What follows belongs to an exercise in optimizing a design on an open flow for small area and a short achievable clock period; a production flow would make more cautious choices. Function not checked in this run: the RTL went through the layout flow alone.

**flow/config.mk**
```make
export PLATFORM = sky130hd
export DESIGN_NAME = CTE
export DESIGN_NICKNAME = CTE
export VERILOG_FILES = /design/flow/design.v
export SDC_FILE = /design/flow/constraint.sdc
export NUM_CORES = 4
export LEC_CHECK = 0
export CAP_MARGIN = 20
export CORE_MARGIN = 2
export CORE_UTILIZATION = 40
export SLEW_MARGIN = 20
export SYNTH_HIERARCHICAL = 1
```
**flow/design.v**
```verilog
`timescale 1ns/10ps
module CTE ( clk, reset, op_mode, in_en, yuv_in, rgb_in, busy, out_valid, rgb_out, yuv_out);
input   clk ;
input   reset ;
input   op_mode;
input   in_en;
output  busy;
output  out_valid;
input   [7:0]   yuv_in;
output  [23:0]  rgb_out;
input   [23:0]  rgb_in;
output  [7:0]   yuv_out;
reg [1:0] cnt;
reg busy_r, valid_r;
reg [23:0] d;
reg [15:0] np;
assign busy = busy_r;
assign out_valid = valid_r;
wire [7:0] yy = d[7:0], uu = d[23:16], vv = d[15:8];
wire [12:0] zz = np[12:0];
wire [23:0] rgb;
assign rgb_out = rgb;
wire m0_0 = ~zz[12] & (zz[11] | zz[3]);
wire m0_1 = ~zz[12] & (zz[11] | zz[4]);
wire m0_2 = ~zz[12] & (zz[11] | zz[5]);
wire m0_3 = ~zz[12] & (zz[11] | zz[6]);
wire m0_4 = ~zz[12] & (zz[11] | zz[7]);
wire m0_5 = ~zz[12] & (zz[11] | zz[8]);
wire m0_6 = ~zz[12] & (zz[11] | zz[9]);
wire m0_7 = ~zz[12] & (zz[11] | zz[10]);
wire m0_8 = ~uu[0];
wire m0_9 = ~uu[1];
wire m0_10 = ~uu[2];
wire m0_11 = ~uu[3];
wire m0_12 = ~uu[4];
wire m0_13 = ~uu[5];
wire m0_14 = ~uu[6];
wire m0_15 = ~vv[0];
wire m0_16 = ~vv[1];
wire m0_17 = ~vv[2];
wire m0_18 = ~vv[3];
wire m0_19 = ~vv[4];
wire m0_20 = ~vv[5];
wire m0_21 = ~vv[6];
wire m0_22 = ~vv[7];
wire m0_23, m0_24;
CTE_ha m0_i25 (.a(yy[0]), .b(m0_10), .s(m0_23), .co(m0_24));
wire m0_25, m0_26;
CTE_ha m0_i27 (.a(yy[1]), .b(m0_11), .s(m0_25), .co(m0_26));
wire m0_27, m0_28;
CTE_ha m0_i29 (.a(yy[2]), .b(m0_12), .s(m0_27), .co(m0_28));
wire m0_29, m0_30;
CTE_ha m0_i31 (.a(yy[3]), .b(m0_13), .s(m0_29), .co(m0_30));
wire m0_31, m0_32;
CTE_ha m0_i33 (.a(yy[4]), .b(m0_14), .s(m0_31), .co(m0_32));
wire m0_33, m0_34;
CTE_ha m0_i35 (.a(yy[5]), .b(uu[7]), .s(m0_33), .co(m0_34));
wire m0_35, m0_36;
CTE_ha m0_i37 (.a(m0_15), .b(vv[2]), .s(m0_35), .co(m0_36));
wire m0_37, m0_38;
CTE_fa m0_i39 (.a(m0_16), .b(vv[3]), .c(m0_24), .s(m0_37), .co(m0_38));
wire m0_39, m0_40;
CTE_fa m0_i41 (.a(m0_17), .b(vv[4]), .c(m0_26), .s(m0_39), .co(m0_40));
wire m0_41, m0_42;
CTE_fa m0_i43 (.a(m0_18), .b(vv[5]), .c(m0_28), .s(m0_41), .co(m0_42));
wire m0_43, m0_44;
CTE_fa m0_i45 (.a(m0_19), .b(vv[6]), .c(m0_30), .s(m0_43), .co(m0_44));
wire m0_45, m0_46;
CTE_fa m0_i47 (.a(m0_20), .b(m0_22), .c(m0_32), .s(m0_45), .co(m0_46));
wire m0_47 = ~(yy[6] ^ m0_21);
wire m0_48 = yy[6] | m0_21;
wire m0_49, m0_50;
CTE_ha m0_i51 (.a(m0_8), .b(vv[0]), .s(m0_49), .co(m0_50));
wire m0_51 = ~(m0_9 ^ vv[1]);
wire m0_52 = m0_9 | vv[1];
wire m0_53 = ~(m0_23 ^ m0_35);
wire m0_54 = m0_23 | m0_35;
wire m0_55, m0_56;
CTE_fa m0_i57 (.a(m0_36), .b(m0_25), .c(m0_37), .s(m0_55), .co(m0_56));
wire m0_57, m0_58;
CTE_fa m0_i59 (.a(m0_27), .b(m0_38), .c(m0_39), .s(m0_57), .co(m0_58));
wire m0_59, m0_60;
CTE_fa m0_i61 (.a(m0_29), .b(m0_40), .c(m0_41), .s(m0_59), .co(m0_60));
wire m0_61, m0_62;
CTE_fa m0_i63 (.a(m0_31), .b(m0_42), .c(m0_43), .s(m0_61), .co(m0_62));
wire m0_63, m0_64;
CTE_fa m0_i65 (.a(m0_33), .b(m0_44), .c(m0_45), .s(m0_63), .co(m0_64));
wire m0_65, m0_66;
CTE_fa m0_i67 (.a(m0_34), .b(m0_47), .c(m0_46), .s(m0_65), .co(m0_66));
wire m0_67, m0_68;
CTE_fa m0_i69 (.a(yy[7]), .b(vv[7]), .c(m0_48), .s(m0_67), .co(m0_68));
wire m0_69 = 1'b1 ^ m0_49;
wire m0_70 = 1'b1 & m0_49;
wire m0_71 = m0_50 ^ m0_51;
wire m0_72 = m0_50 & m0_51;
wire m0_73 = m0_52 ^ m0_53;
wire m0_74 = m0_52 & m0_53;
wire m0_75 = m0_54 ^ m0_55;
wire m0_76 = m0_54 & m0_55;
wire m0_77 = m0_56 ^ m0_57;
wire m0_78 = m0_56 & m0_57;
wire m0_79 = m0_58 ^ m0_59;
wire m0_80 = m0_58 & m0_59;
wire m0_81 = m0_60 ^ m0_61;
wire m0_82 = m0_60 & m0_61;
wire m0_83 = m0_62 ^ m0_63;
wire m0_84 = m0_62 & m0_63;
wire m0_85 = m0_64 ^ m0_65;
wire m0_86 = m0_64 & m0_65;
wire m0_87 = m0_66 ^ m0_67;
wire m0_88 = m0_66 & m0_67;
wire m0_89 = m0_68 ^ 1'b1;
wire m0_90 = m0_68 & 1'b1;
wire m0_91 = m0_74 | (m0_73 & m0_72);
wire m0_92 = m0_73 & m0_71;
wire m0_93 = m0_78 | (m0_77 & m0_76);
wire m0_94 = m0_77 & m0_75;
wire m0_95 = m0_82 | (m0_81 & m0_80);
wire m0_96 = m0_81 & m0_79;
wire m0_97 = m0_86 | (m0_85 & m0_84);
wire m0_98 = m0_85 & m0_83;
wire m0_99 = m0_90 | (m0_89 & m0_88);
wire m0_100 = m0_89 & m0_87;
wire m0_101 = m0_72 | (m0_71 & m0_70);
wire m0_102 = m0_91 | (m0_92 & m0_70);
wire m0_103 = m0_80 | (m0_79 & m0_93);
wire m0_104 = m0_79 & m0_94;
wire m0_105 = m0_95 | (m0_96 & m0_93);
wire m0_106 = m0_96 & m0_94;
wire m0_107 = m0_88 | (m0_87 & m0_97);
wire m0_108 = m0_87 & m0_98;
wire m0_109 = m0_99 | (m0_100 & m0_97);
wire m0_110 = m0_100 & m0_98;
wire m0_111 = m0_76 | (m0_75 & m0_102);
wire m0_112 = m0_93 | (m0_94 & m0_102);
wire m0_113 = m0_103 | (m0_104 & m0_102);
wire m0_114 = m0_105 | (m0_106 & m0_102);
wire m0_115 = 1'b1 & m0_109;
wire m0_116 = 1'b1 & m0_110;
wire m0_117 = m0_84 | (m0_83 & m0_114);
wire m0_118 = m0_97 | (m0_98 & m0_114);
wire m0_119 = m0_107 | (m0_108 & m0_114);
wire m0_120 = m0_109 | (m0_110 & m0_114);
wire m0_121 = m0_115 | (m0_116 & m0_114);
wire m0_122 = m0_71 ^ m0_70;
wire m0_123 = m0_73 ^ m0_101;
wire m0_124 = m0_75 ^ m0_102;
wire m0_125 = m0_77 ^ m0_111;
wire m0_126 = m0_79 ^ m0_112;
wire m0_127 = m0_81 ^ m0_113;
wire m0_128 = m0_83 ^ m0_114;
wire m0_129 = m0_85 ^ m0_117;
wire m0_130 = m0_87 ^ m0_118;
wire m0_131 = m0_89 ^ m0_119;
wire m0_132 = 1'b1 ^ m0_120;
wire m0_133 = ~m0_132 & (m0_131 | m0_123);
wire m0_134 = ~m0_132 & (m0_131 | m0_124);
wire m0_135 = ~m0_132 & (m0_131 | m0_125);
wire m0_136 = ~m0_132 & (m0_131 | m0_126);
wire m0_137 = ~m0_132 & (m0_131 | m0_127);
wire m0_138 = ~m0_132 & (m0_131 | m0_128);
wire m0_139 = ~m0_132 & (m0_131 | m0_129);
wire m0_140 = ~m0_132 & (m0_131 | m0_130);
wire m0_141 = ~uu[7];
wire m0_142 = yy[1] ^ uu[0];
wire m0_143 = yy[1] & uu[0];
wire m0_144 = yy[2] ^ uu[1];
wire m0_145 = yy[2] & uu[1];
wire m0_146 = yy[3] ^ uu[2];
wire m0_147 = yy[3] & uu[2];
wire m0_148 = yy[4] ^ uu[3];
wire m0_149 = yy[4] & uu[3];
wire m0_150 = yy[5] ^ uu[4];
wire m0_151 = yy[5] & uu[4];
wire m0_152 = yy[6] ^ uu[5];
wire m0_153 = yy[6] & uu[5];
wire m0_154 = yy[7] ^ uu[6];
wire m0_155 = yy[7] & uu[6];
wire m0_156 = m0_141 ^ 1'b1;
wire m0_157 = m0_141 & 1'b1;
wire m0_158 = m0_142 & yy[0];
wire m0_159 = m0_147 | (m0_146 & m0_145);
wire m0_160 = m0_146 & m0_144;
wire m0_161 = m0_151 | (m0_150 & m0_149);
wire m0_162 = m0_150 & m0_148;
wire m0_163 = m0_155 | (m0_154 & m0_153);
wire m0_164 = m0_154 & m0_152;
wire m0_165 = 1'b1 & m0_157;
wire m0_166 = 1'b1 & m0_156;
wire m0_167 = m0_145 | (m0_144 & m0_143);
wire m0_168 = m0_144 & m0_158;
wire m0_169 = m0_159 | (m0_160 & m0_143);
wire m0_170 = m0_160 & m0_158;
wire m0_171 = m0_153 | (m0_152 & m0_161);
wire m0_172 = m0_152 & m0_162;
wire m0_173 = m0_163 | (m0_164 & m0_161);
wire m0_174 = m0_164 & m0_162;
wire m0_175 = m0_149 | (m0_148 & m0_169);
wire m0_176 = m0_148 & m0_170;
wire m0_177 = m0_161 | (m0_162 & m0_169);
wire m0_178 = m0_162 & m0_170;
wire m0_179 = m0_171 | (m0_172 & m0_169);
wire m0_180 = m0_172 & m0_170;
wire m0_181 = m0_173 | (m0_174 & m0_169);
wire m0_182 = m0_174 & m0_170;
wire m0_183 = m0_157 | (m0_156 & m0_181);
wire m0_184 = m0_156 & m0_182;
wire m0_185 = m0_165 | (m0_166 & m0_181);
wire m0_186 = m0_166 & m0_182;
wire m0_187 = m0_144 ^ m0_143;
wire m0_188 = m0_146 ^ m0_167;
wire m0_189 = m0_148 ^ m0_169;
wire m0_190 = m0_150 ^ m0_175;
wire m0_191 = m0_152 ^ m0_177;
wire m0_192 = m0_154 ^ m0_179;
wire m0_193 = m0_156 ^ m0_181;
wire m0_194 = 1'b1 ^ m0_183;
wire m0_195 = ~m0_194 & (m0_193 | yy[0]);
wire m0_196 = ~m0_194 & (m0_193 | m0_142);
wire m0_197 = ~m0_194 & (m0_193 | m0_187);
wire m0_198 = ~m0_194 & (m0_193 | m0_188);
wire m0_199 = ~m0_194 & (m0_193 | m0_189);
wire m0_200 = ~m0_194 & (m0_193 | m0_190);
wire m0_201 = ~m0_194 & (m0_193 | m0_191);
wire m0_202 = ~m0_194 & (m0_193 | m0_192);
assign rgb = {m0_7, m0_6, m0_5, m0_4, m0_3, m0_2, m0_1, m0_0, m0_140, m0_139, m0_138, m0_137, m0_136, m0_135, m0_134, m0_133, m0_202, m0_201, m0_200, m0_199, m0_198, m0_197, m0_196, m0_195};
wire [7:0] ir = rgb_in[23:16], ig = rgb_in[15:8], ib = rgb_in[7:0];
wire [7:0] dr = d[23:16], dg = d[15:8], db = d[7:0];
wire sz = ((cnt == 2'd3) & ~(busy_r & valid_r)) | ((cnt == 2'd0) & busy_r);
wire su = (cnt == 2'd0) & ~busy_r, sy = cnt[0] & ~sz, sv = (cnt == 2'd2);
wire [15:0] na;
wire [7:0] q;
assign yuv_out = q;
wire ea_0 = (su & ir[0]) | (sv & dr[0]);
wire ea_1 = (su & ir[1]) | (sv & dr[1]) | (sy & dr[0]);
wire ea_2 = (su & ir[2]) | (sv & dr[2]) | (sy & dr[1]);
wire ea_3 = (su & ir[3]) | (sv & dr[3]) | (sy & dr[2]);
wire ea_4 = (su & ir[4]) | (sv & dr[4]) | (sy & dr[3]);
wire ea_5 = (su & ir[5]) | (sv & dr[5]) | (sy & dr[4]);
wire ea_6 = (su & ir[6]) | (sv & dr[6]) | (sy & dr[5]);
wire ea_7 = (su & ir[7]) | (sv & dr[7]) | (sy & dr[6]);
wire ea_8 = (sy & dr[7]);
wire ea_9 = (su & ~ir[0]) | (sy & dr[0]);
wire ea_10 = (su & ~ir[1]) | (sy & dr[1]) | (sv & dr[0]);
wire ea_11 = (su & ~ir[2]) | (sy & dr[2]) | (sv & dr[1]);
wire ea_12 = (su & ~ir[3]) | (sy & dr[3]) | (sv & dr[2]);
wire ea_13 = (su & ~ir[4]) | (sy & dr[4]) | (sv & dr[3]);
wire ea_14 = (su & ~ir[5]) | (sy & dr[5]) | (sv & dr[4]);
wire ea_15 = (su & ~ir[6]) | (sy & dr[6]) | (sv & dr[5]);
wire ea_16 = (su & ~ir[7]) | (sy & dr[7]) | (sv & dr[6]);
wire ea_17 = (sv & dr[7]);
wire ea_18 = (sz & dg[0]);
wire ea_19 = (sz & dg[1]);
wire ea_20 = (sz & dg[2]);
wire ea_21 = (sz & dg[3]);
wire ea_22 = (sz & dg[4]);
wire ea_23 = (sz & dg[5]);
wire ea_24 = (sy & dg[0]) | (su & ~ig[0]) | (sv & ~dg[0]) | (sz & dg[6]);
wire ea_25 = (sy & dg[1]) | (su & ~ig[1]) | (sv & ~dg[1]) | (sz & ~dg[7]);
wire ea_26 = (sy & dg[2]) | (su & ~ig[2]) | (sv & ~dg[2]);
wire ea_27 = (sy & dg[3]) | (su & ~ig[3]) | (sv & ~dg[3]);
wire ea_28 = (sy & dg[4]) | (su & ~ig[4]) | (sv & ~dg[4]);
wire ea_29 = (sy & dg[5]) | (su & ~ig[5]) | (sv & ~dg[5]);
wire ea_30 = (sy & dg[6]) | (su & ~ig[6]) | (sv & ~dg[6]);
wire ea_31 = (sy & dg[7]) | (su & ~ig[7]) | (sv & ~dg[7]);
wire ea_32 = (su & ig[0]) | ((sy|sz) & dg[0]);
wire ea_33 = (su & ig[1]) | ((sy|sz) & dg[1]);
wire ea_34 = (su & ig[2]) | ((sy|sz) & dg[2]);
wire ea_35 = (su & ig[3]) | ((sy|sz) & dg[3]);
wire ea_36 = (su & ig[4]) | ((sy|sz) & dg[4]);
wire ea_37 = (su & ig[5]) | ((sy|sz) & dg[5]);
wire ea_38 = (su & ig[6]) | ((sy|sz) & dg[6]);
wire ea_39 = (su & ig[7]) | (sy & dg[7]) | (sz & ~dg[7]);
wire ea_40 = (su & ig[0]) | (sz & dg[0]);
wire ea_41 = (su & ig[1]) | (sz & dg[1]);
wire ea_42 = (su & ig[2]) | (sz & dg[2]);
wire ea_43 = (su & ig[3]) | (sz & dg[3]) | (sy & dg[0]);
wire ea_44 = (su & ig[4]) | (sz & dg[4]) | (sy & dg[1]);
wire ea_45 = (su & ig[5]) | (sz & dg[5]) | (sy & dg[2]);
wire ea_46 = (su & ig[6]) | (sz & dg[6]) | (sy & dg[3]);
wire ea_47 = (su & ig[7]) | (sz & ~dg[7]) | (sy & dg[4]);
wire ea_48 = (sy & dg[5]);
wire ea_49 = (sy & dg[6]);
wire ea_50 = (sy & dg[7]);
wire ea_51 = (su & ib[0]) | ((sy|sz) & db[0]) | (sv & ~db[0]);
wire ea_52 = (su & ib[1]) | ((sy|sz) & db[1]) | (sv & ~db[1]);
wire ea_53 = (su & ib[2]) | ((sy|sz) & db[2]) | (sv & ~db[2]);
wire ea_54 = (su & ib[3]) | ((sy|sz) & db[3]) | (sv & ~db[3]);
wire ea_55 = (su & ib[4]) | ((sy|sz) & db[4]) | (sv & ~db[4]);
wire ea_56 = (su & ib[5]) | ((sy|sz) & db[5]) | (sv & ~db[5]);
wire ea_57 = (su & ib[6]) | ((sy|sz) & db[6]) | (sv & ~db[6]);
wire ea_58 = (su & ib[7]) | ((sy|sz) & db[7]) | (sv & ~db[7]);
wire ea_59 = (su & ib[0]) | (sy & db[0]);
wire ea_60 = (su & ib[1]) | (sy & db[1]);
wire ea_61 = (su & ib[2]) | (sy & db[2]);
wire ea_62 = (su & ib[3]) | (sy & db[3]);
wire ea_63 = (su & ib[4]) | (sy & db[4]);
wire ea_64 = (su & ib[5]) | (sy & db[5]);
wire ea_65 = (su & ib[6]) | (sy & db[6]);
wire ea_66 = (su & ib[7]) | (sy & db[7]);
wire ea_67 = (sy & db[0]);
wire ea_68 = (sy & db[1]);
wire ea_69 = (sy & db[2]);
wire ea_70 = (sy & db[3]);
wire ea_71 = (sy & db[4]);
wire ea_72 = (sy & db[5]);
wire ea_73 = (su & ib[0]) | (sy & db[6]);
wire ea_74 = (su & ib[1]) | (sy & db[7]);
wire ea_75 = (su & ib[2]);
wire ea_76 = (su & ib[3]);
wire ea_77 = (su & ib[4]);
wire ea_78 = (su & ib[5]);
wire ea_79 = (su & ib[6]);
wire ea_80 = (su & ib[7]);
wire ea_81 = su|sy|sv;
wire ea_82 = su|sy|sv;
wire ea_83 = sz;
wire ea_84 = sv;
wire ea_85 = su|sy|sv;
wire ea_86 = su;
wire ea_87 = sy;
wire ea_88 = sy|sz;
wire ea_89 = su|sv|sz;
wire ea_90 = su|sy|sv;
wire ea_91 = sv|sz;
wire ea_92 = su|sy|sz;
wire ea_93 = su|sz;
wire ea_94 = su|sy|sz;
wire ea_95 = su|sz;
wire ea_96, ea_97;
CTE_fa ea_i98 (.a(ea_0), .b(ea_21), .c(ea_32), .s(ea_96), .co(ea_97));
wire ea_98, ea_99;
CTE_fa ea_i100 (.a(ea_1), .b(ea_22), .c(ea_33), .s(ea_98), .co(ea_99));
wire ea_100, ea_101;
CTE_ha ea_i102 (.a(ea_42), .b(ea_52), .s(ea_100), .co(ea_101));
wire ea_102, ea_103;
CTE_fa ea_i104 (.a(ea_2), .b(ea_9), .c(ea_23), .s(ea_102), .co(ea_103));
wire ea_104, ea_105;
CTE_fa ea_i106 (.a(ea_34), .b(ea_43), .c(ea_53), .s(ea_104), .co(ea_105));
wire ea_106, ea_107;
CTE_ha ea_i108 (.a(ea_62), .b(ea_72), .s(ea_106), .co(ea_107));
wire ea_108, ea_109;
CTE_fa ea_i110 (.a(ea_3), .b(ea_10), .c(ea_24), .s(ea_108), .co(ea_109));
wire ea_110, ea_111;
CTE_fa ea_i112 (.a(ea_35), .b(ea_44), .c(ea_54), .s(ea_110), .co(ea_111));
wire ea_112, ea_113;
CTE_fa ea_i114 (.a(ea_63), .b(ea_73), .c(ea_87), .s(ea_112), .co(ea_113));
wire ea_114, ea_115;
CTE_fa ea_i116 (.a(ea_4), .b(ea_11), .c(ea_25), .s(ea_114), .co(ea_115));
wire ea_116, ea_117;
CTE_fa ea_i118 (.a(ea_36), .b(ea_45), .c(ea_55), .s(ea_116), .co(ea_117));
wire ea_118, ea_119;
CTE_fa ea_i120 (.a(ea_64), .b(ea_74), .c(ea_88), .s(ea_118), .co(ea_119));
wire ea_120, ea_121;
CTE_fa ea_i122 (.a(ea_5), .b(ea_12), .c(ea_26), .s(ea_120), .co(ea_121));
wire ea_122, ea_123;
CTE_fa ea_i124 (.a(ea_37), .b(ea_46), .c(ea_56), .s(ea_122), .co(ea_123));
wire ea_124, ea_125;
CTE_fa ea_i126 (.a(ea_65), .b(ea_75), .c(ea_89), .s(ea_124), .co(ea_125));
wire ea_126, ea_127;
CTE_fa ea_i128 (.a(ea_6), .b(ea_13), .c(ea_27), .s(ea_126), .co(ea_127));
wire ea_128, ea_129;
CTE_fa ea_i130 (.a(ea_38), .b(ea_47), .c(ea_57), .s(ea_128), .co(ea_129));
wire ea_130, ea_131;
CTE_fa ea_i132 (.a(ea_66), .b(ea_76), .c(ea_90), .s(ea_130), .co(ea_131));
wire ea_132, ea_133;
CTE_fa ea_i134 (.a(ea_7), .b(ea_14), .c(ea_28), .s(ea_132), .co(ea_133));
wire ea_134, ea_135;
CTE_fa ea_i136 (.a(ea_39), .b(ea_48), .c(ea_58), .s(ea_134), .co(ea_135));
wire ea_136, ea_137;
CTE_fa ea_i138 (.a(ea_8), .b(ea_15), .c(ea_29), .s(ea_136), .co(ea_137));
wire ea_138, ea_139;
CTE_ha ea_i140 (.a(ea_20), .b(ea_40), .s(ea_138), .co(ea_139));
wire ea_140, ea_141;
CTE_fa ea_i142 (.a(ea_41), .b(ea_51), .c(ea_60), .s(ea_140), .co(ea_141));
wire ea_142, ea_143;
CTE_ha ea_i144 (.a(ea_70), .b(ea_84), .s(ea_142), .co(ea_143));
wire ea_144, ea_145;
CTE_fa ea_i146 (.a(ea_61), .b(ea_71), .c(ea_85), .s(ea_144), .co(ea_145));
wire ea_146, ea_147;
CTE_fa ea_i148 (.a(ea_97), .b(ea_98), .c(ea_100), .s(ea_146), .co(ea_147));
wire ea_148, ea_149;
CTE_fa ea_i150 (.a(ea_86), .b(ea_99), .c(ea_101), .s(ea_148), .co(ea_149));
wire ea_150, ea_151;
CTE_fa ea_i152 (.a(ea_102), .b(ea_104), .c(ea_106), .s(ea_150), .co(ea_151));
wire ea_152, ea_153;
CTE_fa ea_i154 (.a(ea_103), .b(ea_105), .c(ea_107), .s(ea_152), .co(ea_153));
wire ea_154, ea_155;
CTE_fa ea_i156 (.a(ea_108), .b(ea_110), .c(ea_112), .s(ea_154), .co(ea_155));
wire ea_156, ea_157;
CTE_fa ea_i158 (.a(ea_109), .b(ea_111), .c(ea_113), .s(ea_156), .co(ea_157));
wire ea_158, ea_159;
CTE_fa ea_i160 (.a(ea_114), .b(ea_116), .c(ea_118), .s(ea_158), .co(ea_159));
wire ea_160, ea_161;
CTE_fa ea_i162 (.a(ea_115), .b(ea_117), .c(ea_119), .s(ea_160), .co(ea_161));
wire ea_162, ea_163;
CTE_fa ea_i164 (.a(ea_120), .b(ea_122), .c(ea_124), .s(ea_162), .co(ea_163));
wire ea_164, ea_165;
CTE_fa ea_i166 (.a(ea_121), .b(ea_123), .c(ea_125), .s(ea_164), .co(ea_165));
wire ea_166, ea_167;
CTE_fa ea_i168 (.a(ea_126), .b(ea_128), .c(ea_130), .s(ea_166), .co(ea_167));
wire ea_168, ea_169;
CTE_fa ea_i170 (.a(ea_77), .b(ea_127), .c(ea_129), .s(ea_168), .co(ea_169));
wire ea_170, ea_171;
CTE_fa ea_i172 (.a(ea_131), .b(ea_132), .c(ea_134), .s(ea_170), .co(ea_171));
wire ea_172, ea_173;
CTE_fa ea_i174 (.a(ea_49), .b(ea_78), .c(ea_91), .s(ea_172), .co(ea_173));
wire ea_174, ea_175;
CTE_fa ea_i176 (.a(ea_133), .b(ea_135), .c(ea_136), .s(ea_174), .co(ea_175));
wire ea_176, ea_177;
CTE_fa ea_i178 (.a(ea_16), .b(ea_30), .c(ea_50), .s(ea_176), .co(ea_177));
wire ea_178, ea_179;
CTE_fa ea_i180 (.a(ea_79), .b(ea_92), .c(ea_137), .s(ea_178), .co(ea_179));
wire ea_180, ea_181;
CTE_fa ea_i182 (.a(ea_17), .b(ea_31), .c(ea_80), .s(ea_180), .co(ea_181));
wire ea_182, ea_183;
CTE_ha ea_i184 (.a(ea_59), .b(ea_69), .s(ea_182), .co(ea_183));
wire ea_184, ea_185;
CTE_fa ea_i186 (.a(ea_139), .b(ea_96), .c(ea_140), .s(ea_184), .co(ea_185));
wire ea_186, ea_187;
CTE_fa ea_i188 (.a(ea_141), .b(ea_143), .c(ea_144), .s(ea_186), .co(ea_187));
wire ea_188, ea_189;
CTE_fa ea_i190 (.a(ea_145), .b(ea_147), .c(ea_148), .s(ea_188), .co(ea_189));
wire ea_190, ea_191;
CTE_fa ea_i192 (.a(ea_149), .b(ea_151), .c(ea_152), .s(ea_190), .co(ea_191));
wire ea_192, ea_193;
CTE_fa ea_i194 (.a(ea_153), .b(ea_155), .c(ea_156), .s(ea_192), .co(ea_193));
wire ea_194, ea_195;
CTE_fa ea_i196 (.a(ea_157), .b(ea_159), .c(ea_160), .s(ea_194), .co(ea_195));
wire ea_196, ea_197;
CTE_fa ea_i198 (.a(ea_161), .b(ea_163), .c(ea_164), .s(ea_196), .co(ea_197));
wire ea_198, ea_199;
CTE_fa ea_i200 (.a(ea_165), .b(ea_167), .c(ea_168), .s(ea_198), .co(ea_199));
wire ea_200, ea_201;
CTE_fa ea_i202 (.a(ea_172), .b(ea_169), .c(ea_171), .s(ea_200), .co(ea_201));
wire ea_202, ea_203;
CTE_fa ea_i204 (.a(ea_173), .b(ea_176), .c(ea_175), .s(ea_202), .co(ea_203));
wire ea_204, ea_205;
CTE_fa ea_i206 (.a(ea_93), .b(ea_177), .c(ea_180), .s(ea_204), .co(ea_205));
wire ea_206, ea_207;
CTE_ha ea_i208 (.a(ea_18), .b(ea_67), .s(ea_206), .co(ea_207));
wire ea_208, ea_209;
CTE_fa ea_i210 (.a(ea_19), .b(ea_68), .c(ea_82), .s(ea_208), .co(ea_209));
wire ea_210, ea_211;
CTE_fa ea_i212 (.a(ea_83), .b(ea_138), .c(ea_182), .s(ea_210), .co(ea_211));
wire ea_212, ea_213;
CTE_fa ea_i214 (.a(ea_183), .b(ea_142), .c(ea_184), .s(ea_212), .co(ea_213));
wire ea_214, ea_215;
CTE_fa ea_i216 (.a(ea_185), .b(ea_146), .c(ea_186), .s(ea_214), .co(ea_215));
wire ea_216, ea_217;
CTE_fa ea_i218 (.a(ea_187), .b(ea_150), .c(ea_188), .s(ea_216), .co(ea_217));
wire ea_218, ea_219;
CTE_fa ea_i220 (.a(ea_154), .b(ea_189), .c(ea_190), .s(ea_218), .co(ea_219));
wire ea_220, ea_221;
CTE_fa ea_i222 (.a(ea_158), .b(ea_191), .c(ea_192), .s(ea_220), .co(ea_221));
wire ea_222, ea_223;
CTE_fa ea_i224 (.a(ea_162), .b(ea_193), .c(ea_194), .s(ea_222), .co(ea_223));
wire ea_224, ea_225;
CTE_fa ea_i226 (.a(ea_166), .b(ea_195), .c(ea_196), .s(ea_224), .co(ea_225));
wire ea_226, ea_227;
CTE_fa ea_i228 (.a(ea_170), .b(ea_197), .c(ea_198), .s(ea_226), .co(ea_227));
wire ea_228, ea_229;
CTE_fa ea_i230 (.a(ea_174), .b(ea_199), .c(ea_200), .s(ea_228), .co(ea_229));
wire ea_230, ea_231;
CTE_fa ea_i232 (.a(ea_178), .b(ea_201), .c(ea_202), .s(ea_230), .co(ea_231));
wire ea_232, ea_233;
CTE_fa ea_i234 (.a(ea_179), .b(ea_204), .c(ea_203), .s(ea_232), .co(ea_233));
wire ea_234, ea_235;
CTE_fa ea_i236 (.a(ea_94), .b(ea_181), .c(ea_205), .s(ea_234), .co(ea_235));
wire ea_236 = ea_81 ^ ea_206;
wire ea_237 = ea_81 & ea_206;
wire ea_238 = ea_207 ^ ea_208;
wire ea_239 = ea_207 & ea_208;
wire ea_240 = ea_209 ^ ea_210;
wire ea_241 = ea_209 & ea_210;
wire ea_242 = ea_211 ^ ea_212;
wire ea_243 = ea_211 & ea_212;
wire ea_244 = ea_213 ^ ea_214;
wire ea_245 = ea_213 & ea_214;
wire ea_246 = ea_215 ^ ea_216;
wire ea_247 = ea_215 & ea_216;
wire ea_248 = ea_217 ^ ea_218;
wire ea_249 = ea_217 & ea_218;
wire ea_250 = ea_219 ^ ea_220;
wire ea_251 = ea_219 & ea_220;
wire ea_252 = ea_221 ^ ea_222;
wire ea_253 = ea_221 & ea_222;
wire ea_254 = ea_223 ^ ea_224;
wire ea_255 = ea_223 & ea_224;
wire ea_256 = ea_225 ^ ea_226;
wire ea_257 = ea_225 & ea_226;
wire ea_258 = ea_227 ^ ea_228;
wire ea_259 = ea_227 & ea_228;
wire ea_260 = ea_229 ^ ea_230;
wire ea_261 = ea_229 & ea_230;
wire ea_262 = ea_231 ^ ea_232;
wire ea_263 = ea_231 & ea_232;
wire ea_264 = ea_233 ^ ea_234;
wire ea_265 = ea_233 & ea_234;
wire ea_266 = ea_235 ^ ea_95;
wire ea_267 = ea_235 & ea_95;
wire ea_268 = ea_239 | (ea_238 & ea_237);
wire ea_269 = ea_238 & ea_236;
wire ea_270 = ea_243 | (ea_242 & ea_241);
wire ea_271 = ea_242 & ea_240;
wire ea_272 = ea_247 | (ea_246 & ea_245);
wire ea_273 = ea_246 & ea_244;
wire ea_274 = ea_251 | (ea_250 & ea_249);
wire ea_275 = ea_250 & ea_248;
wire ea_276 = ea_255 | (ea_254 & ea_253);
wire ea_277 = ea_254 & ea_252;
wire ea_278 = ea_259 | (ea_258 & ea_257);
wire ea_279 = ea_258 & ea_256;
wire ea_280 = ea_263 | (ea_262 & ea_261);
wire ea_281 = ea_262 & ea_260;
wire ea_282 = ea_267 | (ea_266 & ea_265);
wire ea_283 = ea_266 & ea_264;
wire ea_284 = ea_241 | (ea_240 & ea_268);
wire ea_285 = ea_240 & ea_269;
wire ea_286 = ea_270 | (ea_271 & ea_268);
wire ea_287 = ea_271 & ea_269;
wire ea_288 = ea_249 | (ea_248 & ea_272);
wire ea_289 = ea_248 & ea_273;
wire ea_290 = ea_274 | (ea_275 & ea_272);
wire ea_291 = ea_275 & ea_273;
wire ea_292 = ea_257 | (ea_256 & ea_276);
wire ea_293 = ea_256 & ea_277;
wire ea_294 = ea_278 | (ea_279 & ea_276);
wire ea_295 = ea_279 & ea_277;
wire ea_296 = ea_265 | (ea_264 & ea_280);
wire ea_297 = ea_264 & ea_281;
wire ea_298 = ea_282 | (ea_283 & ea_280);
wire ea_299 = ea_283 & ea_281;
wire ea_300 = ea_245 | (ea_244 & ea_286);
wire ea_301 = ea_244 & ea_287;
wire ea_302 = ea_272 | (ea_273 & ea_286);
wire ea_303 = ea_273 & ea_287;
wire ea_304 = ea_288 | (ea_289 & ea_286);
wire ea_305 = ea_289 & ea_287;
wire ea_306 = ea_290 | (ea_291 & ea_286);
wire ea_307 = ea_291 & ea_287;
wire ea_308 = ea_261 | (ea_260 & ea_294);
wire ea_309 = ea_260 & ea_295;
wire ea_310 = ea_280 | (ea_281 & ea_294);
wire ea_311 = ea_281 & ea_295;
wire ea_312 = ea_296 | (ea_297 & ea_294);
wire ea_313 = ea_297 & ea_295;
wire ea_314 = ea_298 | (ea_299 & ea_294);
wire ea_315 = ea_299 & ea_295;
wire ea_316 = ea_253 | (ea_252 & ea_306);
wire ea_317 = ea_252 & ea_307;
wire ea_318 = ea_276 | (ea_277 & ea_306);
wire ea_319 = ea_277 & ea_307;
wire ea_320 = ea_292 | (ea_293 & ea_306);
wire ea_321 = ea_293 & ea_307;
wire ea_322 = ea_294 | (ea_295 & ea_306);
wire ea_323 = ea_295 & ea_307;
wire ea_324 = ea_308 | (ea_309 & ea_306);
wire ea_325 = ea_309 & ea_307;
wire ea_326 = ea_310 | (ea_311 & ea_306);
wire ea_327 = ea_311 & ea_307;
wire ea_328 = ea_312 | (ea_313 & ea_306);
wire ea_329 = ea_313 & ea_307;
wire ea_330 = ea_314 | (ea_315 & ea_306);
wire ea_331 = ea_315 & ea_307;
wire ea_332 = ea_238 ^ ea_237;
wire ea_333 = ea_240 ^ ea_268;
wire ea_334 = ea_242 ^ ea_284;
wire ea_335 = ea_244 ^ ea_286;
wire ea_336 = ea_246 ^ ea_300;
wire ea_337 = ea_248 ^ ea_302;
wire ea_338 = ea_250 ^ ea_304;
wire ea_339 = ea_252 ^ ea_306;
wire ea_340 = ea_254 ^ ea_316;
wire ea_341 = ea_256 ^ ea_318;
wire ea_342 = ea_258 ^ ea_320;
wire ea_343 = ea_260 ^ ea_322;
wire ea_344 = ea_262 ^ ea_324;
wire ea_345 = ea_264 ^ ea_326;
wire ea_346 = ea_266 ^ ea_328;
assign na = {ea_346, ea_345, ea_344, ea_343, ea_342, ea_341, ea_340, ea_339, ea_338, ea_337, ea_336, ea_335, ea_334, ea_333, ea_332, ea_236};
wire eb_n236 = np[0];
wire eb_n332 = np[1];
wire eb_n333 = np[2];
wire eb_n334 = np[3];
wire eb_n335 = np[4];
wire eb_n336 = np[5];
wire eb_n337 = np[6];
wire eb_n338 = np[7];
wire eb_n339 = np[8];
wire eb_n340 = np[9];
wire eb_n341 = np[10];
wire eb_n342 = np[11];
wire eb_n343 = np[12];
wire eb_n344 = np[13];
wire eb_n345 = np[14];
wire eb_n346 = np[15];
wire eb_0, eb_1;
CTE_ha eb_i2 (.a(eb_n236), .b(eb_n332), .s(eb_0), .co(eb_1));
wire eb_2, eb_3;
CTE_fa eb_i4 (.a(eb_n332), .b(eb_n333), .c(eb_n337), .s(eb_2), .co(eb_3));
wire eb_4, eb_5;
CTE_fa eb_i6 (.a(eb_n333), .b(eb_n334), .c(eb_n338), .s(eb_4), .co(eb_5));
wire eb_6, eb_7;
CTE_fa eb_i8 (.a(eb_n334), .b(eb_n335), .c(eb_n339), .s(eb_6), .co(eb_7));
wire eb_8, eb_9;
CTE_ha eb_i10 (.a(eb_n335), .b(eb_n336), .s(eb_8), .co(eb_9));
wire eb_10, eb_11;
CTE_ha eb_i12 (.a(eb_n334), .b(eb_n335), .s(eb_10), .co(eb_11));
wire eb_12, eb_13;
CTE_fa eb_i14 (.a(eb_n236), .b(eb_n335), .c(eb_n336), .s(eb_12), .co(eb_13));
wire eb_14, eb_15;
CTE_ha eb_i16 (.a(eb_n338), .b(eb_n341), .s(eb_14), .co(eb_15));
wire eb_16, eb_17;
CTE_fa eb_i18 (.a(eb_0), .b(eb_n336), .c(eb_n337), .s(eb_16), .co(eb_17));
wire eb_18, eb_19;
CTE_fa eb_i20 (.a(eb_n339), .b(eb_n342), .c(eb_n343), .s(eb_18), .co(eb_19));
wire eb_20, eb_21;
CTE_fa eb_i22 (.a(eb_1), .b(eb_n338), .c(eb_2), .s(eb_20), .co(eb_21));
wire eb_22, eb_23;
CTE_fa eb_i24 (.a(eb_n340), .b(eb_n343), .c(eb_n344), .s(eb_22), .co(eb_23));
wire eb_24, eb_25;
CTE_fa eb_i26 (.a(eb_3), .b(eb_n339), .c(eb_n341), .s(eb_24), .co(eb_25));
wire eb_26, eb_27;
CTE_fa eb_i28 (.a(eb_n344), .b(eb_n345), .c(eb_4), .s(eb_26), .co(eb_27));
wire eb_28, eb_29;
CTE_fa eb_i30 (.a(eb_5), .b(eb_n340), .c(eb_n342), .s(eb_28), .co(eb_29));
wire eb_30, eb_31;
CTE_fa eb_i32 (.a(eb_n345), .b(eb_n346), .c(eb_6), .s(eb_30), .co(eb_31));
wire eb_32, eb_33;
CTE_fa eb_i34 (.a(eb_8), .b(eb_7), .c(eb_n340), .s(eb_32), .co(eb_33));
wire eb_34, eb_35;
CTE_fa eb_i36 (.a(eb_n341), .b(eb_n343), .c(eb_n346), .s(eb_34), .co(eb_35));
wire eb_36, eb_37;
CTE_fa eb_i38 (.a(eb_n336), .b(eb_n337), .c(eb_9), .s(eb_36), .co(eb_37));
wire eb_38, eb_39;
CTE_fa eb_i40 (.a(eb_n341), .b(eb_n342), .c(eb_n344), .s(eb_38), .co(eb_39));
wire eb_40, eb_41;
CTE_fa eb_i42 (.a(eb_n337), .b(eb_n338), .c(eb_n342), .s(eb_40), .co(eb_41));
wire eb_42, eb_43;
CTE_ha eb_i44 (.a(eb_n343), .b(eb_n345), .s(eb_42), .co(eb_43));
wire eb_44, eb_45;
CTE_fa eb_i46 (.a(eb_n338), .b(eb_n339), .c(eb_n343), .s(eb_44), .co(eb_45));
wire eb_46, eb_47;
CTE_ha eb_i48 (.a(eb_n344), .b(eb_n346), .s(eb_46), .co(eb_47));
wire eb_48, eb_49;
CTE_fa eb_i50 (.a(eb_n339), .b(eb_n340), .c(eb_n344), .s(eb_48), .co(eb_49));
wire eb_50, eb_51;
CTE_ha eb_i52 (.a(eb_n340), .b(eb_n341), .s(eb_50), .co(eb_51));
wire eb_52, eb_53;
CTE_ha eb_i54 (.a(eb_n337), .b(eb_10), .s(eb_52), .co(eb_53));
wire eb_54, eb_55;
CTE_fa eb_i56 (.a(eb_11), .b(eb_12), .c(eb_n342), .s(eb_54), .co(eb_55));
wire eb_56, eb_57;
CTE_fa eb_i58 (.a(eb_13), .b(eb_16), .c(eb_15), .s(eb_56), .co(eb_57));
wire eb_58, eb_59;
CTE_fa eb_i60 (.a(eb_17), .b(eb_20), .c(eb_19), .s(eb_58), .co(eb_59));
wire eb_60, eb_61;
CTE_fa eb_i62 (.a(eb_21), .b(eb_23), .c(eb_24), .s(eb_60), .co(eb_61));
wire eb_62, eb_63;
CTE_fa eb_i64 (.a(eb_25), .b(eb_27), .c(eb_28), .s(eb_62), .co(eb_63));
wire eb_64, eb_65;
CTE_fa eb_i66 (.a(eb_29), .b(eb_31), .c(eb_32), .s(eb_64), .co(eb_65));
wire eb_66, eb_67;
CTE_fa eb_i68 (.a(eb_36), .b(eb_33), .c(eb_35), .s(eb_66), .co(eb_67));
wire eb_68, eb_69;
CTE_fa eb_i70 (.a(eb_37), .b(eb_39), .c(eb_40), .s(eb_68), .co(eb_69));
wire eb_70, eb_71;
CTE_fa eb_i72 (.a(eb_41), .b(eb_43), .c(eb_44), .s(eb_70), .co(eb_71));
wire eb_72, eb_73;
CTE_fa eb_i74 (.a(eb_n345), .b(eb_45), .c(eb_47), .s(eb_72), .co(eb_73));
wire eb_74, eb_75;
CTE_fa eb_i76 (.a(eb_n345), .b(eb_n346), .c(eb_49), .s(eb_74), .co(eb_75));
wire eb_76, eb_77;
CTE_fa eb_i78 (.a(eb_n341), .b(eb_n342), .c(eb_n346), .s(eb_76), .co(eb_77));
wire eb_78, eb_79;
CTE_ha eb_i80 (.a(eb_52), .b(eb_n340), .s(eb_78), .co(eb_79));
wire eb_80, eb_81;
CTE_fa eb_i82 (.a(eb_53), .b(eb_14), .c(eb_54), .s(eb_80), .co(eb_81));
wire eb_82, eb_83;
CTE_fa eb_i84 (.a(eb_55), .b(eb_18), .c(eb_56), .s(eb_82), .co(eb_83));
wire eb_84, eb_85;
CTE_fa eb_i86 (.a(eb_22), .b(eb_57), .c(eb_58), .s(eb_84), .co(eb_85));
wire eb_86, eb_87;
CTE_fa eb_i88 (.a(eb_26), .b(eb_59), .c(eb_60), .s(eb_86), .co(eb_87));
wire eb_88, eb_89;
CTE_fa eb_i90 (.a(eb_30), .b(eb_61), .c(eb_62), .s(eb_88), .co(eb_89));
wire eb_90, eb_91;
CTE_fa eb_i92 (.a(eb_34), .b(eb_63), .c(eb_64), .s(eb_90), .co(eb_91));
wire eb_92, eb_93;
CTE_fa eb_i94 (.a(eb_38), .b(eb_65), .c(eb_66), .s(eb_92), .co(eb_93));
wire eb_94, eb_95;
CTE_fa eb_i96 (.a(eb_42), .b(eb_67), .c(eb_68), .s(eb_94), .co(eb_95));
wire eb_96, eb_97;
CTE_fa eb_i98 (.a(eb_46), .b(eb_69), .c(eb_70), .s(eb_96), .co(eb_97));
wire eb_98, eb_99;
CTE_fa eb_i100 (.a(eb_48), .b(eb_71), .c(eb_72), .s(eb_98), .co(eb_99));
wire eb_100, eb_101;
CTE_fa eb_i102 (.a(eb_50), .b(eb_73), .c(eb_74), .s(eb_100), .co(eb_101));
wire eb_102, eb_103;
CTE_fa eb_i104 (.a(eb_51), .b(eb_76), .c(eb_75), .s(eb_102), .co(eb_103));
wire eb_104, eb_105;
CTE_fa eb_i106 (.a(eb_n342), .b(eb_n343), .c(eb_77), .s(eb_104), .co(eb_105));
wire eb_106, eb_107;
CTE_ha eb_i108 (.a(eb_n343), .b(eb_n344), .s(eb_106), .co(eb_107));
wire eb_108, eb_109;
CTE_ha eb_i110 (.a(eb_n344), .b(eb_n345), .s(eb_108), .co(eb_109));
wire eb_110, eb_111;
CTE_ha eb_i112 (.a(eb_n345), .b(eb_n346), .s(eb_110), .co(eb_111));
wire eb_112 = eb_n341 ^ eb_78;
wire eb_113 = eb_n341 & eb_78;
wire eb_114 = eb_79 ^ eb_80;
wire eb_115 = eb_79 & eb_80;
wire eb_116 = eb_81 ^ eb_82;
wire eb_117 = eb_81 & eb_82;
wire eb_118 = eb_83 ^ eb_84;
wire eb_119 = eb_83 & eb_84;
wire eb_120 = eb_85 ^ eb_86;
wire eb_121 = eb_85 & eb_86;
wire eb_122 = eb_87 ^ eb_88;
wire eb_123 = eb_87 & eb_88;
wire eb_124 = eb_89 ^ eb_90;
wire eb_125 = eb_89 & eb_90;
wire eb_126 = eb_91 ^ eb_92;
wire eb_127 = eb_91 & eb_92;
wire eb_128 = eb_93 ^ eb_94;
wire eb_129 = eb_93 & eb_94;
wire eb_130 = eb_95 ^ eb_96;
wire eb_131 = eb_95 & eb_96;
wire eb_132 = eb_97 ^ eb_98;
wire eb_133 = eb_97 & eb_98;
wire eb_134 = eb_99 ^ eb_100;
wire eb_135 = eb_99 & eb_100;
wire eb_136 = eb_101 ^ eb_102;
wire eb_137 = eb_101 & eb_102;
wire eb_138 = eb_103 ^ eb_104;
wire eb_139 = eb_103 & eb_104;
wire eb_140 = eb_105 ^ eb_106;
wire eb_141 = eb_105 & eb_106;
wire eb_142 = eb_107 ^ eb_108;
wire eb_143 = eb_107 & eb_108;
wire eb_144 = eb_109 ^ eb_110;
wire eb_145 = eb_109 & eb_110;
wire eb_146 = eb_111 ^ eb_n346;
wire eb_147 = eb_111 & eb_n346;
wire eb_148 = eb_115 | (eb_114 & eb_113);
wire eb_149 = eb_114 & eb_112;
wire eb_150 = eb_117 | (eb_116 & eb_115);
wire eb_151 = eb_116 & eb_114;
wire eb_152 = eb_119 | (eb_118 & eb_117);
wire eb_153 = eb_118 & eb_116;
wire eb_154 = eb_121 | (eb_120 & eb_119);
wire eb_155 = eb_120 & eb_118;
wire eb_156 = eb_123 | (eb_122 & eb_121);
wire eb_157 = eb_122 & eb_120;
wire eb_158 = eb_125 | (eb_124 & eb_123);
wire eb_159 = eb_124 & eb_122;
wire eb_160 = eb_127 | (eb_126 & eb_125);
wire eb_161 = eb_126 & eb_124;
wire eb_162 = eb_129 | (eb_128 & eb_127);
wire eb_163 = eb_128 & eb_126;
wire eb_164 = eb_131 | (eb_130 & eb_129);
wire eb_165 = eb_130 & eb_128;
wire eb_166 = eb_133 | (eb_132 & eb_131);
wire eb_167 = eb_132 & eb_130;
wire eb_168 = eb_135 | (eb_134 & eb_133);
wire eb_169 = eb_134 & eb_132;
wire eb_170 = eb_137 | (eb_136 & eb_135);
wire eb_171 = eb_136 & eb_134;
wire eb_172 = eb_139 | (eb_138 & eb_137);
wire eb_173 = eb_138 & eb_136;
wire eb_174 = eb_141 | (eb_140 & eb_139);
wire eb_175 = eb_140 & eb_138;
wire eb_176 = eb_143 | (eb_142 & eb_141);
wire eb_177 = eb_142 & eb_140;
wire eb_178 = eb_145 | (eb_144 & eb_143);
wire eb_179 = eb_144 & eb_142;
wire eb_180 = eb_147 | (eb_146 & eb_145);
wire eb_181 = eb_146 & eb_144;
wire eb_182 = eb_150 | (eb_151 & eb_113);
wire eb_183 = eb_151 & eb_112;
wire eb_184 = eb_152 | (eb_153 & eb_148);
wire eb_185 = eb_153 & eb_149;
wire eb_186 = eb_154 | (eb_155 & eb_150);
wire eb_187 = eb_155 & eb_151;
wire eb_188 = eb_156 | (eb_157 & eb_152);
wire eb_189 = eb_157 & eb_153;
wire eb_190 = eb_158 | (eb_159 & eb_154);
wire eb_191 = eb_159 & eb_155;
wire eb_192 = eb_160 | (eb_161 & eb_156);
wire eb_193 = eb_161 & eb_157;
wire eb_194 = eb_162 | (eb_163 & eb_158);
wire eb_195 = eb_163 & eb_159;
wire eb_196 = eb_164 | (eb_165 & eb_160);
wire eb_197 = eb_165 & eb_161;
wire eb_198 = eb_166 | (eb_167 & eb_162);
wire eb_199 = eb_167 & eb_163;
wire eb_200 = eb_168 | (eb_169 & eb_164);
wire eb_201 = eb_169 & eb_165;
wire eb_202 = eb_170 | (eb_171 & eb_166);
wire eb_203 = eb_171 & eb_167;
wire eb_204 = eb_172 | (eb_173 & eb_168);
wire eb_205 = eb_173 & eb_169;
wire eb_206 = eb_174 | (eb_175 & eb_170);
wire eb_207 = eb_175 & eb_171;
wire eb_208 = eb_176 | (eb_177 & eb_172);
wire eb_209 = eb_177 & eb_173;
wire eb_210 = eb_178 | (eb_179 & eb_174);
wire eb_211 = eb_179 & eb_175;
wire eb_212 = eb_180 | (eb_181 & eb_176);
wire eb_213 = eb_181 & eb_177;
wire eb_214 = eb_186 | (eb_187 & eb_113);
wire eb_215 = eb_187 & eb_112;
wire eb_216 = eb_188 | (eb_189 & eb_148);
wire eb_217 = eb_189 & eb_149;
wire eb_218 = eb_190 | (eb_191 & eb_182);
wire eb_219 = eb_191 & eb_183;
wire eb_220 = eb_192 | (eb_193 & eb_184);
wire eb_221 = eb_193 & eb_185;
wire eb_222 = eb_194 | (eb_195 & eb_186);
wire eb_223 = eb_195 & eb_187;
wire eb_224 = eb_196 | (eb_197 & eb_188);
wire eb_225 = eb_197 & eb_189;
wire eb_226 = eb_198 | (eb_199 & eb_190);
wire eb_227 = eb_199 & eb_191;
wire eb_228 = eb_200 | (eb_201 & eb_192);
wire eb_229 = eb_201 & eb_193;
wire eb_230 = eb_202 | (eb_203 & eb_194);
wire eb_231 = eb_203 & eb_195;
wire eb_232 = eb_204 | (eb_205 & eb_196);
wire eb_233 = eb_205 & eb_197;
wire eb_234 = eb_206 | (eb_207 & eb_198);
wire eb_235 = eb_207 & eb_199;
wire eb_236 = eb_208 | (eb_209 & eb_200);
wire eb_237 = eb_209 & eb_201;
wire eb_238 = eb_210 | (eb_211 & eb_202);
wire eb_239 = eb_211 & eb_203;
wire eb_240 = eb_212 | (eb_213 & eb_204);
wire eb_241 = eb_213 & eb_205;
wire eb_242 = eb_222 | (eb_223 & eb_113);
wire eb_243 = eb_223 & eb_112;
wire eb_244 = eb_224 | (eb_225 & eb_148);
wire eb_245 = eb_225 & eb_149;
wire eb_246 = eb_226 | (eb_227 & eb_182);
wire eb_247 = eb_227 & eb_183;
wire eb_248 = eb_228 | (eb_229 & eb_184);
wire eb_249 = eb_229 & eb_185;
wire eb_250 = eb_230 | (eb_231 & eb_214);
wire eb_251 = eb_231 & eb_215;
wire eb_252 = eb_232 | (eb_233 & eb_216);
wire eb_253 = eb_233 & eb_217;
wire eb_254 = eb_234 | (eb_235 & eb_218);
wire eb_255 = eb_235 & eb_219;
wire eb_256 = eb_236 | (eb_237 & eb_220);
wire eb_257 = eb_237 & eb_221;
wire eb_258 = eb_238 | (eb_239 & eb_222);
wire eb_259 = eb_239 & eb_223;
wire eb_260 = eb_240 | (eb_241 & eb_224);
wire eb_261 = eb_241 & eb_225;
wire eb_262 = eb_258 | (eb_259 & eb_113);
wire eb_263 = eb_259 & eb_112;
wire eb_264 = eb_260 | (eb_261 & eb_148);
wire eb_265 = eb_261 & eb_149;
wire eb_266 = eb_114 ^ eb_113;
wire eb_267 = eb_116 ^ eb_148;
wire eb_268 = eb_118 ^ eb_182;
wire eb_269 = eb_120 ^ eb_184;
wire eb_270 = eb_122 ^ eb_214;
wire eb_271 = eb_124 ^ eb_216;
wire eb_272 = eb_126 ^ eb_218;
wire eb_273 = eb_128 ^ eb_220;
wire eb_274 = eb_130 ^ eb_242;
wire eb_275 = eb_132 ^ eb_244;
wire eb_276 = eb_134 ^ eb_246;
wire eb_277 = eb_136 ^ eb_248;
wire eb_278 = eb_138 ^ eb_250;
wire eb_279 = eb_140 ^ eb_252;
wire eb_280 = eb_142 ^ eb_254;
wire eb_281 = eb_144 ^ eb_256;
wire eb_282 = eb_146 ^ eb_262;
assign q = {~eb_282, eb_281, eb_280, eb_279, eb_278, eb_277, eb_276, eb_275};
always @(posedge clk or posedge reset) begin
    if (reset) begin
        cnt <= 2'd0;
        busy_r <= 1'b0;
        valid_r <= 1'b0;
    end else if (op_mode) begin
        if (in_en) begin
            cnt <= cnt + 2'd1;
            busy_r <= ~cnt[0];
            valid_r <= 1'b1;
        end
    end else begin
        if (busy_r && valid_r) begin
            busy_r <= 1'b0;
            valid_r <= 1'b0;
        end else if (busy_r && cnt == 2'd0) begin
            valid_r <= 1'b1;
        end else if (busy_r) begin
            busy_r <= 1'b0;
            valid_r <= 1'b1;
        end else if (in_en) begin
            cnt <= cnt + 2'd1;
            if (cnt[1]) busy_r <= 1'b1;
            if (cnt == 2'd3) valid_r <= 1'b0;
        end
    end
end
always @(posedge clk) begin
    if (in_en || sz) np <= na;
    if (op_mode) begin
        if (in_en && !cnt[0]) d <= rgb_in;
    end else if (in_en && !busy_r) begin
        if (cnt == 2'd0) d[23:16] <= yuv_in;
        if (cnt == 2'd2) d[15:8] <= yuv_in;
        if (cnt[0]) d[7:0] <= yuv_in;
    end
end
endmodule
module CTE_fa (a, b, c, s, co);
input a, b, c; output s, co;
assign s = a ^ b ^ c;
assign co = (a & b) | (a & c) | (b & c);
endmodule
module CTE_ha (a, b, s, co);
input a, b; output s, co;
assign s = a ^ b;
assign co = a & b;
endmodule
```
**flow/constraint.sdc**
```tcl
create_clock -name core_clock -period 25.0 [get_ports {clk}]
set_input_delay 5.0000 -clock core_clock [delete_from_list [all_inputs] [get_ports {clk}]]
set_output_delay 5.0000 -clock core_clock [all_outputs]
set_load 0.01 [all_outputs]
```
**flow/flow/run.sh**
```bash
#!/bin/bash
# Standard layout (the standard.sh: standard synthesis and ORFS flow), with the
# port buffers made from buf_2 instead of the default delay buffer.
set -euo pipefail
bash standard.sh "BUFFER_PORTS_ARGS=-buffer_cell sky130_fd_sc_hd__buf_2" finish > standard_flow.log 2>&1
```
**flow/standard.sh**
```bash
#!/bin/bash
# synth_recipe.tcl (not shown) runs the flow's synth.tcl, then flattens the netlist and writes it again
# the make line also repeats each setting of config.mk as NAME=value (left out here)
make -C /OpenROAD-flow-scripts/flow DESIGN_CONFIG=/design/flow/config.mk WORK_HOME=/design/flow/orfs CLKGATE_MAP_FILE= SYNTH_SCRIPT=/design/flow/synth_recipe.tcl "${@:-finish}"
```
==> metrics.md <==
| Metric | Value |
|---|---|
| Final setup viols | 0 |
| # port buffers | 69 |
| Most used cell, CP | fa_1 |
| Ant. Diodes | 0 |
| Worst-Margin Slew | 0.808 ns |
| H-tree lvl count | 2 |
| Slew headroom | 46.0% |
| Post-synth EDFFs | 40 |
| # nets final | 1,008 |
| Count of cells resized by post-cts repair | 0 |
| Status | finished clean |
| Clock sinks | 44 |
| Deepest clock path buffer count | 2 |
| Top cell type's share of synthesized area | 34.2% |
| CP peak stage delay | 0.55 ns |
| Share of layout cells above drive strength 1 | 11.0% |
| RSZ-0062 raised after global routing | no |
| Seq/Total Area, Yosys | 17.4% |
| I/O pin total | 70 |
| Most frequent cell after synthesis | fa_1 |
| Hold_buf cts | 0 |
| CTS tree | built |
| Root Driver | clkbuf_16 |
| Vias in the first global route | 5,367 |
| Family with the most delay on the worst path | adder cells |
| Routability cong. | 0.930 |
| Leading area contributor after synthesis | fa_1 |
| Cell Chain, Critical Path | fa_1, fa_1, fa_1, fa_1, ha_1, nor3_1, a22oi_1, a221o_1, a21oi_1, nand2_1, a221oi_1, xnor2_1, buf_2 |
| Async S/R FF share, synth | 9.09% |
| Syn_area_per_cell | 10.1 um2 |
| Via count | 5,222 |
| Synth warn | 7 |
| Netlist Area Pre-Place | 7490 um2 |
| R2R Path End | np[15]$_DFFE_PP_ |
| Slowest-stage cell, CP | fa_1 |
| Final ANT Viol Nets | 0 |
| Slew Limit Fails | 0 |
| Yosys reg bits | 44 |
| Reg2Reg Depth | 14 |
| Cell Rows | 50 |
| Layout fillers | 1,831 |
| Drt total wl | 17,500 um |
| Die W | 141 um |
| Max-Cap Viols | 0 |
| Setup bufs post-CTS | 0 |
| Layout area overhead | 6.98% |
| Primary FF master, synth | edfxtp_1 |
| Starting density of the core | 40.4% |
| Clock Pin Slew Worst Setup and Hold Paths | 0.06 ns |
| Worst path arrival time | 4.71 ns |
| Worst-Skew Late Latency | 0.29 ns |
| DR vias/cell | 5.22 |
| DRT Pass-1 Iters | 5 |
| Die H | 141 um |
| Fin crit share | 38.8% |
| Total clock buffers created by CTS | 5 |
| HPWL Detailed | 15,000 um |
| Overflow after GRT | 0 |
| Cells after Synth | 740 |
| Worst clock skew | 0.00374 ns |
| Largest net degree at the start of global routing | 41 |
| Min-Delay Path Class | register to register |
| Initial antenna violation count | 0 |
| CP startpoint kind | register |
| CP Class | register to output port |
| DIE AREA | 19,800 um2 |
| Crit-path max FO | 6 |
| Final hold viol count | 0 |
| End of the worst hold path | cnt[1]$_DFFE_PP0P_ |
| Crit end category | output port |
| Mean routed wirelength per cell | 17.5 um |
| Reg2reg setup slack | 18.75 ns |
| Data required, critical path | 20.00 ns |
| Drt initial violations | 275 |
| First-pass GRT wire length | 28,300 um |
| Synth area leaders | fa_1, edfxtp_1, ha_1, nand2_1, buf_4 |
| Cell variety after synth | 52 |
| Post-Syn Nets | 983 |
| Crit path setup slack, layout | 15.29 ns |
| WHS Path Cells | 1 |
| GR Util All Layers | 18.3% |
| Worst path bufs/invs | 1 |
| Setup TNS Final | 0 ns |
| Fin crit period | 9.71 ns |
| Fmax | 103 MHz |
| Top cells by count, synth | fa_1, nand2_1, ha_1 |
| Core ar. | 18,500 um2 |
| Hold Startpoint | cnt[1]$_DFFE_PP0P_ |
| Remaining DRCs | 0 |
| R2R Path Start | cnt[0]$_DFFE_PP0P_ |
| Setup WS pre-CTS | 15.57 ns |
-- Yosys stat by module (local to each module, per instance) --
module	flip-flops and latches	area, um2
CTE_fa	0	20.0
CTE_ha	0	12.5
CTE	44	4760
-- sequential cells by signal, summed over array words and instances (netlist names) --
| name | count |
|---|---|
| cnt | 2 |
| d | 24 |
| np | 16 |
| busy_r | 1 |
| valid_r | 1 |
-- metrics by stage --
stage / util (%) / instance area (um2) / hold WS [ns] / cells
3_5_place_dp: 42.2 / 7820 / 0.595 / 992
5_1_grt: 43.3 / 8010 / 0.624 / 1000
6_report: 43.3 / 8010 / 0.608 / 1000
3_3_place_gp: 42.2 / 7820 / 0.595 / 992
2_1_floorplan: - / 7490 / 0.529 / 740
4_1_cts: 43.3 / 8010 / 0.612 / 1000
-- layout make-up --
cell class                      instances  area (um2)  share of cell area (%)
Clock buffer                            6         129                    1.61
Multi-Input combinational cell        582        5640                    70.4
Timing Repair Buffer                   70         353                    4.40
Clock inverter                          2        60.1                   0.750
Sequential cell                        44        1300                    16.2
Tap cell                              234         293                    3.65
Inverter                               62         233                    2.90
-- per-layer routing --
| metal | routed length, um | vias to the layer above | GRT usage, % |
|---|---|---|---|
| met3 | 928 | 30 | 1.94 |
| met2 | 8280 | 165 | 30.9 |
| met1 | 7730 | 2521 | 25.0 |
| met5 | 0 | - | 0 |
| li1 | - | 2506 | - |
| met4 | 603 | 0 | 5.68 |
-- worst max path at each step --
stage / from / to / slack (ns) / cells after the start
floorplan: np[6]$_DFFE_PP_ / yuv_out[7] / 16.02 / 12
global placement: np[6]$_DFFE_PP_ / yuv_out[7] / 15.66 / 13
detailed placement: np[6]$_DFFE_PP_ / yuv_out[7] / 15.57 / 13
CTS: np[6]$_DFFE_PP_ / yuv_out[7] / 15.27 / 13
global route: np[6]$_DFFE_PP_ / yuv_out[7] / 14.95 / 13
finish: np[6]$_DFFE_PP_ / yuv_out[7] / 15.29 / 13
-- placed cells by master (no fill, tap or decap), types with 8 or more instances in the layout --
master	Yosys	routed
a21o_1	13	13
a21oi_1	39	39
and2_1	14	14
buf_2	0	69
edfxtp_1	40	40
fa_1	128	128
ha_1	79	79
inv_1	60	60
nand2_1	120	120
nand2b_1	16	16
nand3_1	12	12
nor2_1	40	40
o211ai_1	14	14
o21ai_0	9	9
xnor2_1	23	23
xor2_1	8	8
-- kinds of logic (layout without fill, tap and decap cells) --
logic type / Yosys count / count (layout) / synth area share (%)
flip-flops: 44 / 44 / 17.4
adder cells (fa/ha/maj): 211 / 211 / 48.0
AND/OR/NAND/NOR: 221 / 221 / 12.9
multiplexers: 1 / 1 / 0.150
XOR/XNOR: 31 / 31 / 3.63
AO/OA/AOI/OAI: 118 / 118 / 10.8
buffers and inverters: 114 / 140 / 7.27

## separate check: timing with driven ports
No port has a modelled driver above. Below, the same layout with a new extraction and two added sets of constraints. Step 1: set_driving_cell puts a clkbuf_16 on clk and a buf_2 on each other input, an assumption about the parent block. Step 2 times the ports against the registers' clock, not the clock port: input delays grow and output delays shrink by t, the midpoint of the rising clock arrivals with the driver on. Slacks: ideal ports / drivers / drivers and shift; pairs: ideal ports / drivers.
t (ns): 0.321
setup slack, ns: 15.292 / 15.259 / 15.580
worst hold slack (ns): 0.608 / 0.608 / 0.608
slew at the worst register clock pin (ns): 0.07 / 0.07
cell pins on the clock port's net: 1
After both steps this run still meets setup and hold. The setup slack of this run moves by -0.033 ns with the drivers and by +0.288 ns with both steps.
